Source: an optimization exercise on an open RTL-to-GDS flow (aim: small area and a short achievable clock period). Production flows keep margins and buffers that such runs may drop. No driver is modelled on the clock port, so clock power and skew are understated where the tree is cut down; a real chip needs a root buffer or a tree. No activity file was given, so power comes from the tool's default toggle rates.

## mac16
module mac16 (
    input             clk,
    input             rst_n,
    input      [15:0] a,
    input      [15:0] b,
    input      [31:0] acc,
    output reg [31:0] out
);
    reg v1, v2;
    always @(posedge clk or negedge rst_n) begin
        if (!rst_n) begin
            v1 <= 1'b0;
            v2 <= 1'b0;
        end else begin
            v1 <= 1'b1;
            v2 <= v1;
        end
    end
    reg [15:0] a_r, b_r;
    reg [31:0] acc_r;
    always @(posedge clk) begin
        a_r   <= ~a;   
        b_r   <= ~b;
        acc_r <= acc;
    end
    wire pp_0_0;
    mac16_pp upp_0_0 (.a(a_r[0]), .b(b_r[0]), .p(pp_0_0));
    wire pp_0_1;
    mac16_pp upp_0_1 (.a(a_r[0]), .b(b_r[1]), .p(pp_0_1));
    wire pp_0_2;
    mac16_pp upp_0_2 (.a(a_r[0]), .b(b_r[2]), .p(pp_0_2));
    wire pp_0_3;
    mac16_pp upp_0_3 (.a(a_r[0]), .b(b_r[3]), .p(pp_0_3));
    wire pp_0_4;
    mac16_pp upp_0_4 (.a(a_r[0]), .b(b_r[4]), .p(pp_0_4));
    wire pp_0_5;
    mac16_pp upp_0_5 (.a(a_r[0]), .b(b_r[5]), .p(pp_0_5));
    wire pp_0_6;
    mac16_pp upp_0_6 (.a(a_r[0]), .b(b_r[6]), .p(pp_0_6));
    wire pp_0_7;
    mac16_pp upp_0_7 (.a(a_r[0]), .b(b_r[7]), .p(pp_0_7));
    wire pp_0_8;
    mac16_pp upp_0_8 (.a(a_r[0]), .b(b_r[8]), .p(pp_0_8));
    wire pp_0_9;
    mac16_pp upp_0_9 (.a(a_r[0]), .b(b_r[9]), .p(pp_0_9));
    wire pp_0_10;
    mac16_pp upp_0_10 (.a(a_r[0]), .b(b_r[10]), .p(pp_0_10));
    wire pp_0_11;
    mac16_pp upp_0_11 (.a(a_r[0]), .b(b_r[11]), .p(pp_0_11));
    wire pp_0_12;
    mac16_pp upp_0_12 (.a(a_r[0]), .b(b_r[12]), .p(pp_0_12));
    wire pp_0_13;
  ...
export LEC_CHECK = 0
export ABC_AREA = 1
export CAP_MARGIN = 20
export CORE_MARGIN = 2
export CORE_UTILIZATION = 65
export SLEW_MARGIN = 20
export SYNTH_HIERARCHICAL = 1
export SYNTH_MINIMUM_KEEP_SIZE = 0
create_clock -name core_clock -period 15.0 [get_ports {clk}]
standard.sh (not shown) runs the stock make flow with config.mk's settings and CLKGATE_MAP_FILE= SYNTH_SCRIPT=/design/flow/synth_recipe.tcl, a recipe that flattens the netlist after the stock synthesis.
==> flow/flow/run.sh <==
#!/bin/bash
# Own layout flow: the standard ORFS flow (standard.sh, synthesis included)
# with two hooks:
#  - flow/resize_hook.tcl, before the placement resizer: port buffer cells and
#    the drive strength of the operand flip-flops;
#  - flow/cts_hook3.tcl, at the start of CTS: a balanced clock tree of
#    inverter pairs (port -> 4 x clkinv_4 -> 4 x clkinv_16 -> flip-flops)
#    instead of TritonCTS's two-level H-tree of buffers.
set -euo pipefail
here=$(pwd)
export PRE_RESIZE_TCL=$here/flow/resize_hook.tcl
export PRE_CTS_TCL=$here/flow/cts_hook3.tcl
bash standard.sh > $here/standard_flow.log 2>&1
==> flow/flow/cts_hook3.tcl <==
# Clock tree of inverter pairs: the clock port drives four small clock
# inverters; each drives one clkinv_16, which drives the clock pins of one
# quarter of the flip-flops (halved at the median x, then at the median y).
# Every flip-flop sees the same two inverters between it and the port, so the
# clock keeps its polarity and the tree is balanced.
set db [ord::get_db]
set block [ord::get_db_block]
set clk_net [$block findNet clk]
set leaf_master [$db findMaster sky130_fd_sc_hd__clkinv_16]
set root_master [$db findMaster sky130_fd_sc_hd__clkinv_4]

set sinks {}
foreach it [$clk_net getITerms] {
  if {[$it isInputSignal]} {
    set loc [[$it getInst] getLocation]
    lappend sinks [list $it [lindex $loc 0] [lindex $loc 1]]
  }
}
proc bisect {items idx depth} {
  if {$depth == 0} { return [list $items] }
  set s [lsort -real -index $idx $items]
  set h [expr {[llength $s] / 2}]
  set nidx [expr {$idx == 1 ? 2 : 1}]
  return [concat [bisect [lrange $s 0 [expr {$h - 1}]] $nidx [expr {$depth - 1}]] \
                 [bisect [lrange $s $h end] $nidx [expr {$depth - 1}]]]
}
proc centre {items} {
  set sx 0; set sy 0
  foreach s $items { set sx [expr {$sx + [lindex $s 1]}]; set sy [expr {$sy + [lindex $s 2]}] }
  set n [llength $items]
  return [list [expr {int($sx / $n)}] [expr {int($sy / $n)}]]
}
set i 0
foreach g [bisect $sinks 1 2] {
  lassign [centre $g] cx cy
  set rinst [odb::dbInst_create $block $root_master "clkinv_r${i}"]
  set rnet [odb::dbNet_create $block "clknet_r${i}"]
  $rnet setSigType CLOCK
  [$rinst findITerm A] connect $clk_net
  [$rinst findITerm Y] connect $rnet
  $rinst setLocation $cx $cy
  $rinst setPlacementStatus PLACED
  set inst [odb::dbInst_create $block $leaf_master "clkinv_l${i}"]
  set net [odb::dbNet_create $block "clknet_l${i}"]
  $net setSigType CLOCK
  [$inst findITerm A] connect $rnet
  [$inst findITerm Y] connect $net
  foreach s $g {
    set it [lindex $s 0]
    $it disconnect
    $it connect $net
  }
  $inst setLocation $cx $cy
  $inst setPlacementStatus PLACED
  puts "cts_hook: clkinv_l${i} drives [llength $g] clock pins"
  incr i
}
$clk_net setSigType CLOCK

# cts.tcl calls repair_clock_inverters and clock_tree_synthesis next; the tree
# is already built (and its inverters must not be cloned per flip-flop).
rename repair_clock_inverters my_unused_repair_clock_inverters
proc repair_clock_inverters {args} { puts "cts_hook: clock inverters kept as built" }
rename clock_tree_synthesis my_unused_clock_tree_synthesis
proc clock_tree_synthesis {args} { puts "cts_hook: clock tree built by flow/cts_hook3.tcl" }
==> flow/flow/resize_hook.tcl <==
# Port buffers: a small buffer on inputs, a faster one on outputs (out[*] drives
# the 10 fF load and sits on the output timing path).
set n_in 0
set n_out 0
foreach inst [get_cells *] {
  set name [get_property $inst name]
  set ref [get_property $inst ref_name]
  if {[regexp {^input[0-9]+$} $name] && [string match "*buf*" $ref]
      && [get_property [get_nets -of_objects [get_pins $name/A]] name] ne "rst_n"} {
    replace_cell $inst sky130_fd_sc_hd__buf_1
    incr n_in
  } elseif {[regexp {^output[0-9]+$} $name] && [string match "*buf*" $ref]} {
    replace_cell $inst sky130_fd_sc_hd__buf_2
    incr n_out
  } elseif {[regexp {^[ab]_r\[[0-9]+\]} $name] && $ref eq "sky130_fd_sc_hd__dfxtp_1"} {
    replace_cell $inst sky130_fd_sc_hd__dfxtp_4
  }
}
puts "resize_hook: $n_in input and $n_out output buffers replaced"
The baseline completed with no timing, DRC or antenna violations.
Edit:
--- a/flow/flow/run.sh
+++ b/flow/flow/run.sh
@@ -6,3 +6,3 @@
 #  - flow/cts_hook3.tcl, at the start of CTS: a balanced clock tree of
-#    inverter pairs (port -> 4 x clkinv_4 -> 4 x clkinv_16 -> flip-flops)
+#    inverter pairs (port -> 4 x clkinv_8 -> 4 x clkinv_16 -> flip-flops)
 #    instead of TritonCTS's two-level H-tree of buffers.
--- a/flow/flow/cts_hook3.tcl
+++ b/flow/flow/cts_hook3.tcl
@@ -1,2 +1,2 @@
-# Clock tree of inverter pairs: the clock port drives four small clock
+# Clock tree of inverter pairs: the clock port drives four clkinv_8 clock
 # inverters; each drives one clkinv_16, which drives the clock pins of one
@@ -9,3 +9,3 @@
 set leaf_master [$db findMaster sky130_fd_sc_hd__clkinv_16]
-set root_master [$db findMaster sky130_fd_sc_hd__clkinv_4]
+set root_master [$db findMaster sky130_fd_sc_hd__clkinv_8]
 
--- a/flow/flow/resize_hook.tcl
+++ b/flow/flow/resize_hook.tcl
@@ -19 +19,21 @@
 puts "resize_hook: $n_in input and $n_out output buffers replaced"
+
+# Logic cells that synthesis sized up (_2, _4, ...) go back to their smallest
+# drive strength: the clock period leaves every such path far from critical.
+set n_down 0
+foreach inst [get_cells *] {
+  set ref [get_property $inst ref_name]
+  if {[regexp {^(sky130_fd_sc_hd__([a-z0-9]+))_([0-9]+)$} $ref -> base func drive]
+      && $drive > 1
+      && ![regexp {^(df|sdf|edf|dl|buf|clk|inv|bufinv|conb|tap|fill|decap|fa|ha)} $func]} {
+    foreach small {1 0} {
+      set lib_cell [get_lib_cells -quiet */${base}_${small}]
+      if {$lib_cell ne ""} {
+        replace_cell $inst [get_property $lib_cell name]
+        incr n_down
+        break
+      }
+    }
+  }
+}
+puts "resize_hook: $n_down logic cells set to their smallest size"
Effect: Cell area is about the same; worst setup slack is better by 0.026 ns; sequential power stays flat; via count goes up slightly; global-route usage is higher by 0.40 points; worst hold slack barely changes.
Function was not checked in any run of this note: the RTL went through the layout flow alone. No run of this note takes its clock network from TritonCTS; it comes from the design's own scripts or RTL.

## port drivers added, routing unchanged
Ports are ideal in the flow. The routed layouts listed here were re-timed in OpenROAD. Step 1 assumes that a clkbuf_16 drives the clock port and a buf_2 every other input. Step 2 times the ports against the registers' clock, not the clock port: input delays grow and output delays shrink by t, the midpoint of the rising clock arrivals with the driver on. a / b / c = ideal / step 1 / step 2; a / b = the first two.
run	t, ns	slack for setup (ns)	worst data-port slew with drivers (ns)
the first run	0.286	11.323 / 11.208 / 11.283	0.04
the second run	0.289	11.349 / 11.199 / 11.268	0.04
After both steps setup and hold are still met in every run listed. For the second run, which loses most, drivers alone change the setup slack by -0.150 ns; drivers and shift together by -0.081 ns. The worst setup slack also covers recovery checks on asynchronous resets.
